Source: an optimization exercise on an open RTL-to-GDS flow (aim: small area). Production flows keep margins and buffers that such runs may drop. The RTL was checked by simulation tests, not by an equivalence proof against the original design. Power and IR drop assume default switching activity.

==> inputs of violet <==
## esdi_core
module esdi_core (
    input  clk,
    input  rst_n,
    input  cmd_awvalid,
    output cmd_awready,
    input  [4:0] cmd_awaddr,
    input  cmd_wvalid,
    output cmd_wready,
    input  [31:0] cmd_wdata,
    output cmd_bvalid,
    input  cmd_bready,
    output [1:0] cmd_bresp,
    input  cmd_arvalid,
    output cmd_arready,
    input  [4:0] cmd_araddr,
    output cmd_rvalid,
    input  cmd_rready,
    output [31:0] cmd_rdata,
    output [1:0] cmd_rresp,
    input  tmr_awvalid,
    output tmr_awready,
    input  [4:0] tmr_awaddr,
    input  tmr_wvalid,
    output tmr_wready,
    input  [31:0] tmr_wdata,
    output tmr_bvalid,
    input  tmr_bready,
    output [1:0] tmr_bresp,
    input  tmr_arvalid,
    output tmr_arready,
    input  [4:0] tmr_araddr,
    output tmr_rvalid,
    input  tmr_rready,
    output [31:0] tmr_rdata,
    output [1:0] tmr_rresp,
    input  rd_awvalid,
    output rd_awready,
    input  [4:0] rd_awaddr,
    input  rd_wvalid,
    output rd_wready,
    input  [31:0] rd_wdata,
    output rd_bvalid,
    input  rd_bready,
    output [1:0] rd_bresp,
    input  rd_arvalid,
    output rd_arready,
    input  [4:0] rd_araddr,
    output rd_rvalid,
    input  rd_rready,
    output [31:0] rd_rdata,
    output [1:0] rd_rresp,
    input  wr_awvalid,
    output wr_awready,
    input  [4:0] wr_awaddr,
    input  wr_wvalid,
    output wr_wready,
    input  [31:0] wr_wdata,
    output wr_bvalid,
    input  wr_bready,
    output [1:0] wr_bresp,
    input  wr_arvalid,
    output wr_arready,
    input  [4:0] wr_araddr,
    output wr_rvalid,
    input  wr_rready,
    output [31:0] wr_rdata,
    output [1:0] wr_rresp,
    input  mm2s_tvalid,
    output mm2s_tready,
    input  [7:0] mm2s_tdata,
    input  mm2s_tlast,
    output s2mm_tvalid,
    input  s2mm_tready,
    output [7:0] s2mm_tdata,
    output s2mm_tlast,
    output cmd_irq,
    output tmr_irq,
    output wr_irq,
  ...
export LEC_CHECK = 0
export CAP_MARGIN = 5
export CORE_MARGIN = 2
export CORE_UTILIZATION = 70
export PLACE_DENSITY = 0.8
export SLEW_MARGIN = 5
create_clock -name core_clock -period 10.0 [get_ports {clk}]
standard.sh (not shown) runs the stock make flow with config.mk's settings and CLKGATE_MAP_FILE= SYNTH_SCRIPT=/design/flow/synth_recipe.tcl, a recipe that flattens the netlist after the stock synthesis.
==> flow/flow/run.sh <==
#!/bin/bash
# The standard ORFS layout with these changes:
#  - synthesis: the standard flow's synthesis script with an area-oriented ABC script
#    for the combinational logic (registers are mapped as in the standard
#    synthesis);
#  - port buffers use the smallest buffer (buf_1);
#  - clock tree synthesis uses small clock buffers and adds no dummy loads.
# Each step's full output is in synth.log / layout.log here and in ORFS's
# own logs under orfs/logs/.
set -euo pipefail
here=$(pwd)
export AREA_ABC_SCRIPT="$here/flow/abc_area.script"
cat flow/abc_override.tcl synth_recipe.tcl > synth_area.tcl
sed "s|SYNTH_SCRIPT=[^ ]*|SYNTH_SCRIPT=$here/synth_area.tcl|" standard.sh > standard_area.sh
grep -q "SYNTH_SCRIPT=$here/synth_area.tcl" standard_area.sh
export BUFFER_PORTS_ARGS="-buffer_cell sky130_fd_sc_hd__buf_1"
export CTS_ARGS="-sink_clustering_enable -repair_clock_nets -dont_use_dummy_load -sink_clustering_size 16 -sink_clustering_max_diameter 60 -buf_list sky130_fd_sc_hd__clkbuf_8"
bash standard_area.sh synth > synth.log 2>&1
bash standard_area.sh finish > layout.log 2>&1
==> flow/flow/abc_area.script <==
strash
 &get -n
 &deepsyn -T 30
 &put
 dc2
 dch -f
 amap -m -F 4 -A 10
 topo
 dnsize -c
==> flow/flow/abc_override.tcl <==
# Prepended to the standard synthesis script (synth_recipe.tcl): ABC maps
# the combinational logic with an area-oriented script (flow/abc_area.script)
# instead of ORFS's speed script. Flip-flop mapping and every other step are
# unchanged, so the registers are the standard synthesis's.
proc abc {args} {
  set i [lsearch -exact $args -script]
  if {$i >= 0} {
    set args [lreplace $args $i [expr {$i + 1}] -script $::env(AREA_ABC_SCRIPT)]
  }
  yosys abc {*}$args
}
==> yarrow: changes against violet <==
==> flow/flow/abc_area.script (replaced) <==
strash
 dc2
 dc2
 strash
 dch -f
 amap -m -F 4 -A 10
 topo
 dnsize -c
- CAP_MARGIN: 5 -> 20
- SLEW_MARGIN: 5 -> 20
==> raven: changes against violet <==
--- a/flow/design.v
+++ b/flow/design.v
@@ -9,51 +9,43 @@
     input out_tready,
     output [7:0] out_tdata,
     output out_tlast
 );
     reg [575:0] ring;        
     reg [5:0] w;             
     reg [5:0] q;             
     reg p1v, p2v;            
-    reg [8:0] pa;            
+    reg [8:0] pa, pb;        
     wire [8:0] din = {in_tlast, in_tdata};
     wire q_is_w1 = (q == w + 6'd1);      
     wire full = out_tvalid && (q == w);
     assign in_tready = !full;
     wire wr = in_tvalid && !full;
     wire adv = (!out_tvalid || out_tready) && !q_is_w1;
     wire land0 = wr && (w[2:0] == 3'd7);
     wire land1 = p1v && (w[2:0] == 3'd6);
     wire land2 = p2v && (w[2:0] == 3'd5);
     wire land = land0 | land1 | land2;
     wire [2:0] lrow = w[5:3] + 3'd1;
-    wire [8:0] ldata = land0 ? din : pa;
-    wire [8:0] ent [0:63];
-    wire [8:0] row_q [0:7];
-    genvar g;
-    generate
-        for (g = 0; g < 64; g = g + 1) begin : ents
-            assign ent[g] = ring[9*g +: 9];
-        end
-        for (g = 0; g < 8; g = g + 1) begin : rows
-            assign row_q[g] = ent[{g[2:0], q[2:0]}];
-        end
-    endgenerate
-    wire [8:0] ring_q = row_q[q[5:3]];
+    wire [8:0] ldata = land0 ? din : land1 ? pa : pb;
+    wire [8:0] ring_q = ring[9*q +: 9];
     assign {out_tlast, out_tdata} = (p1v && q_is_w1) ? pa : ring_q;
     integer i;
     always @(posedge clk)
     begin
         ring <= {ring[566:0], ring[575:567]};
         for (i = 0; i < 8; i = i + 1)
             if (land && lrow == i)
                 ring[72*i +: 9] <= ldata;
-        if ((wr && !land0 && !(p1v && !land1)) || (land2 && p1v))
+        if (wr)
+        begin
             pa <= din;
+            pb <= pa;
+        end
     end
     always @(posedge clk)
     begin
         if (!reset_n)
         begin
             w <= 0;
             q <= 6'd1;
             out_tvalid <= 0;
@@ -242,88 +234,65 @@
     reg buffered_data_out_valid;
     reg [15:0] buffered_data_out;
     reg buffered_data_in_valid;
     reg [16:0] buffered_data_in;
     reg [2:0] state;
     reg sending;
     reg [4:0] bit_count;
     reg [11:0] cycle_count;
-    reg [15:0] shreg;        
-    reg par;                 
+    reg [16:0] shreg;        
     reg transfer_ack;
     reg confstat_data;
     reg command_complete;
     reg command_pending;
     reg attention;
     reg [2:0] esdi_transfer_req_shift;
     reg [2:0] esdi_command_data_shift;
     assign esdi_transfer_ack = transfer_ack && drive_selected;
     assign esdi_confstat_data = confstat_data && drive_selected;
     assign esdi_command_complete = command_complete && interface_enable && drive_selected;
     assign esdi_attention = attention && drive_selected;
     assign esdi_ready = drive_ready && drive_selected;
     assign esdi_drive_selected = drive_selected;
     assign interrupt = command_pending;
-    wire wfire = write_addr_valid && write_data_valid && (!csr_bvalid || csr_bready);
-    wire rfire = csr_arvalid && (!csr_rvalid || csr_rready);
-    wire [2:0] ra = csr_araddr[4:2];
-    always @(posedge clk)
-        if (!rst_n || (wfire && write_addr == 3'd0))
-            control_register <= write_data & {32{rst_n}};
-    wire bdi_load = state == 3'd2 && !esdi_transfer_req_shift[0] && bit_count == 17 && !sending;
-    always @(posedge clk)
-        if (!rst_n || bdi_load)
-            buffered_data_in <= {!par, shreg} & {17{rst_n}};
-    wire rs0 = rst_n && ra == 3'd0;
-    wire rs1 = rst_n && ra == 3'd1;
-    wire rs2 = rst_n && ra == 3'd2;
-    wire rs3 = rst_n && ra == 3'd3;
-    wire rs4 = rst_n && ra == 3'd4;
-    wire [31:0] rnext = ({32{rs0}} & control_register)
-                      | ({32{rs1}} & {28'h0, attention, command_pending, buffered_data_in_valid, buffered_data_out_valid})
-                      | ({32{rs2}} & {15'h0, buffered_data_in})
-                      | ({32{rs3}} & {31'h0, command_pending})
-                      | ({32{rs4}} & {31'h0, attention});
-    always @(posedge clk)
-        if (!rst_n || (rfire && ra <= 3'd4))
-            csr_rdata <= rnext;
     always @(posedge clk)
     begin
         if (!rst_n)
         begin
+            control_register <= 0;
             transfer_ack <= 0;
             confstat_data <= 0;
             command_complete <= 1;
             attention <= 0;
             state <= 0;
             bit_count <= 0;
             sending <= 0;
             buffered_data_out_valid <= 0;
             buffered_data_in_valid <= 0;
+            buffered_data_in <= 0;
             command_pending <= 0;
             write_addr_valid <= 0;
             write_data_valid <= 0;
             csr_bvalid <= 0;
             csr_rvalid <= 0;
+            csr_rdata <= 0;
         end
         else
         begin
             cycle_count <= cycle_count + 1'b1;
             esdi_transfer_req_shift <= {esdi_transfer_req, esdi_transfer_req_shift[2:1]};
             esdi_command_data_shift <= {esdi_command_data, esdi_command_data_shift[2:1]};
             case (state)
             3'd0: begin
                 if (esdi_transfer_req_shift[0] && interface_enable)
                 begin
-                    if (bit_count != 16)
-                        shreg <= {shreg[14:0], esdi_command_data_shift[0]};
-                    par <= (bit_count != 0 && par) ^ (sending ? shreg[15] : esdi_command_data_shift[0]);
+                    shreg <= {shreg[15:0], esdi_command_data_shift[0]};
                     if (sending)
-                        confstat_data <= (bit_count == 16) ? !par : shreg[15];
+                        confstat_data <= shreg[16];
                     bit_count <= bit_count + 1'b1;
                     state <= 1;
                     cycle_count <= 0;
                     if (bit_count == 0)
                         command_complete <= 0;
                 end
                 else if ((bit_count != 0 || sending) && (cycle_count == BIT_TIMEOUT))
                 begin
@@ -345,16 +314,17 @@
                     cycle_count <= 0;
                     transfer_ack <= 0;
                     if (bit_count == 17)
                     begin
                         bit_count <= 0;
                         if (!sending)
                         begin
                             buffered_data_in_valid <= 1;
+                            buffered_data_in <= {(~^shreg[16:1] != shreg[0]), shreg[16:1]};
                             command_pending <= 1;
                             state <= 3;
                         end
                         else
                         begin
                             command_complete <= 1;
                             confstat_data <= 0;
                             state <= 0;
@@ -374,17 +344,17 @@
                 if (!command_pending)
                 begin
                     state <= 0;
                     cycle_count <= 0;
                     if (buffered_data_out_valid)
                     begin
                         sending <= 1;
                         buffered_data_out_valid <= 0;
-                        shreg <= buffered_data_out;
+                        shreg <= {buffered_data_out, ~^buffered_data_out};
                     end
                     else
                     begin
                         sending <= 0;
                         command_complete <= 1;
                     end
                 end
             end
@@ -423,30 +393,40 @@
                 write_data_valid <= 1;
                 write_data <= csr_wdata;
             end
             if (write_addr_valid && write_data_valid && (!csr_bvalid || csr_bready))
             begin
                 write_addr_valid <= 0;
                 write_data_valid <= 0;
                 case (write_addr)
+                    0 : control_register <= write_data;
                     2 : begin
                         buffered_data_out_valid <= 1;
                         buffered_data_out <= write_data[15:0];
                     end
                     3 : if (write_data[0] == 0) command_pending <= 0;
                     4 : attention <= write_data[0];
                     default: ;
                 endcase
                 csr_bvalid <= 1;
             end
             if (csr_arvalid && (!csr_rvalid || csr_rready))
             begin
-                if (csr_araddr[4:2] == 3'd2)
-                    buffered_data_in_valid <= 0;
+                case (csr_araddr[4:2])
+                    0 : csr_rdata <= control_register;
+                    1 : csr_rdata <= {28'h0, attention, command_pending, buffered_data_in_valid, buffered_data_out_valid};
+                    2 : begin
+                        csr_rdata <= {15'h0, buffered_data_in};
+                        buffered_data_in_valid <= 0;
+                    end
+                    3 : csr_rdata <= {31'h0, command_pending};
+                    4 : csr_rdata <= {31'h0, attention};
+                    default: ;
+                endcase
                 csr_rvalid <= 1;
             end
         end
     end
 endmodule
 module sector_timer #(
     parameter PULSE_WIDTH = 500
 ) (
@@ -521,17 +501,17 @@
                 else if (cycle_count == PULSE_WIDTH)
                 begin
                     esdi_index <= 0;
                     esdi_sector <= 0;
                 end
                 else if (cycle_count == sector_length)
                 begin
                     cycle_count <= 0;
-                    if (sector_number + 1'b1 == num_sectors)
+                    if (sector_number == num_sectors - 1'b1)
                         sector_number <= 0;
                     else
                         sector_number <= sector_number + 1'b1;
                 end
                 if (cycle_count == interrupt_time)
                     interrupt_time_reached <= 1;
             end
             else
@@ -639,20 +619,19 @@
     reg [7:0] hold_id;
     reg [6:0] shift_reg;
     reg shift_reg_last;
     reg [2:0] bit_count;
     reg underflow;
     reg missed_deadline;
     assign parallel_tready = !hold_valid;
     assign esdi_read_data = esdi_read_data_ungated && !esdi_read_gate_shift[1] && !silence;
-    wire [7:0] clock_counter_inc = clock_counter + 1'b1;
     wire cph_nz = |clocks_per_halfbit;
-    wire half_match = cph_nz && (clock_counter_inc == {1'b0, clocks_per_halfbit});
-    wire full_match = cph_nz && (clock_counter_inc == {clocks_per_halfbit, 1'b0});
+    wire half_match = cph_nz && (clock_counter == {1'b0, clocks_per_halfbit} - 1'b1);
+    wire full_match = cph_nz && (clock_counter == {clocks_per_halfbit, 1'b0} - 1'b1);
     always @(posedge clk)
     begin
         esdi_read_gate_shift <= {esdi_read_gate, esdi_read_gate_shift[3:1]};
         if (!rst_n)
         begin
             control_register <= 0;
             clocks_per_halfbit <= 5;
             write_addr_valid <= 0;
@@ -680,17 +659,17 @@
                 hold_id <= parallel_tid;
             end
             if (cycle_count_zero && hold_valid && hold_id == sector_number)
             begin
                 reading <= 1;
                 shift_reg_last <= 0;
                 bit_count <= 3'b111;
             end
-            clock_counter <= clock_counter_inc;
+            clock_counter <= clock_counter + 1'b1;
             if (half_match)
             begin
                 esdi_read_clock <= 1;
             end
             else if (full_match)
             begin
                 clock_counter <= 0;
                 esdi_read_clock <= 0;
==> flow/flow/run.sh (replaced) <==
#!/bin/bash
# Standard ORFS layout (standard synthesis unchanged), with two changes:
#  - port buffers use the smallest buffer (buf_1) instead of the default pick;
#  - clock tree synthesis does not add dummy loads.
set -euo pipefail
export BUFFER_PORTS_ARGS="-buffer_cell sky130_fd_sc_hd__buf_1"
export CTS_ARGS="-sink_clustering_enable -repair_clock_nets -dont_use_dummy_load -sink_clustering_size 24 -sink_clustering_max_diameter 80"
bash standard.sh synth > synth.log 2>&1
bash standard.sh finish > layout.log 2>&1
- CAP_MARGIN: 5 -> 20
- CORE_UTILIZATION: 70 -> 65
- CTS_CLUSTER_DIAMETER: not set -> 80
- CTS_CLUSTER_SIZE: not set -> 24
- PLACE_DENSITY: 0.8 -> 0.75
- SLEW_MARGIN: 5 -> 20
removed: flow/flow/abc_area.script
removed: flow/flow/abc_override.tcl
==> notes <==
Count of clock-buffer cells in the layout, lowest first: raven, violet, yarrow. In sequential power, raven and yarrow hardly differ. The lowest core utilization belongs to raven, the highest to violet. Between raven and violet, the lower global-route usage is in raven (gap 7.0 points). Of yarrow and raven, raven has the higher total power (gap about 1.6%, measured against raven).

-- what the ideal ports hide --
Ports are ideal in the flow. The routed layouts listed here were re-timed in OpenROAD. Step 1 sets driving cells, clkbuf_16 on the clock port and buf_2 on the other inputs (assumed; they add their load-dependent delay and slew). Step 2 adds t to the input delays and takes it off the output delays; t is the mean of the earliest and latest rising clock arrival at the registers after step 1. Input paths then give back, and output paths get back, about the clock's delay inside the block. Three values: ideal ports, drivers, drivers and shift; two values: the first two.
| run | t, ns | slack for setup (ns) | latest minus earliest clock arrival (ns) | worst register clock-pin slew, ns | worst slew at a driven data input, ns |
|---|---|---|---|---|---|
| violet | 0.776 | 4.026 / 4.067 / 3.290 | 0.076 / 0.075 | 0.11 / 0.11 | 0.11 |
| yarrow | 0.790 | 5.134 / 5.134 / 5.134 | 0.102 / 0.102 | 0.11 / 0.11 | 0.11 |
| raven | 0.679 | 5.499 / 5.477 / 5.477 | 0.065 / 0.066 | 0.10 / 0.10 | 0.13 |
After both steps setup and hold are still met in every run listed. For violet, which loses most, drivers alone change the setup slack by +0.041 ns; drivers and shift together by -0.736 ns.
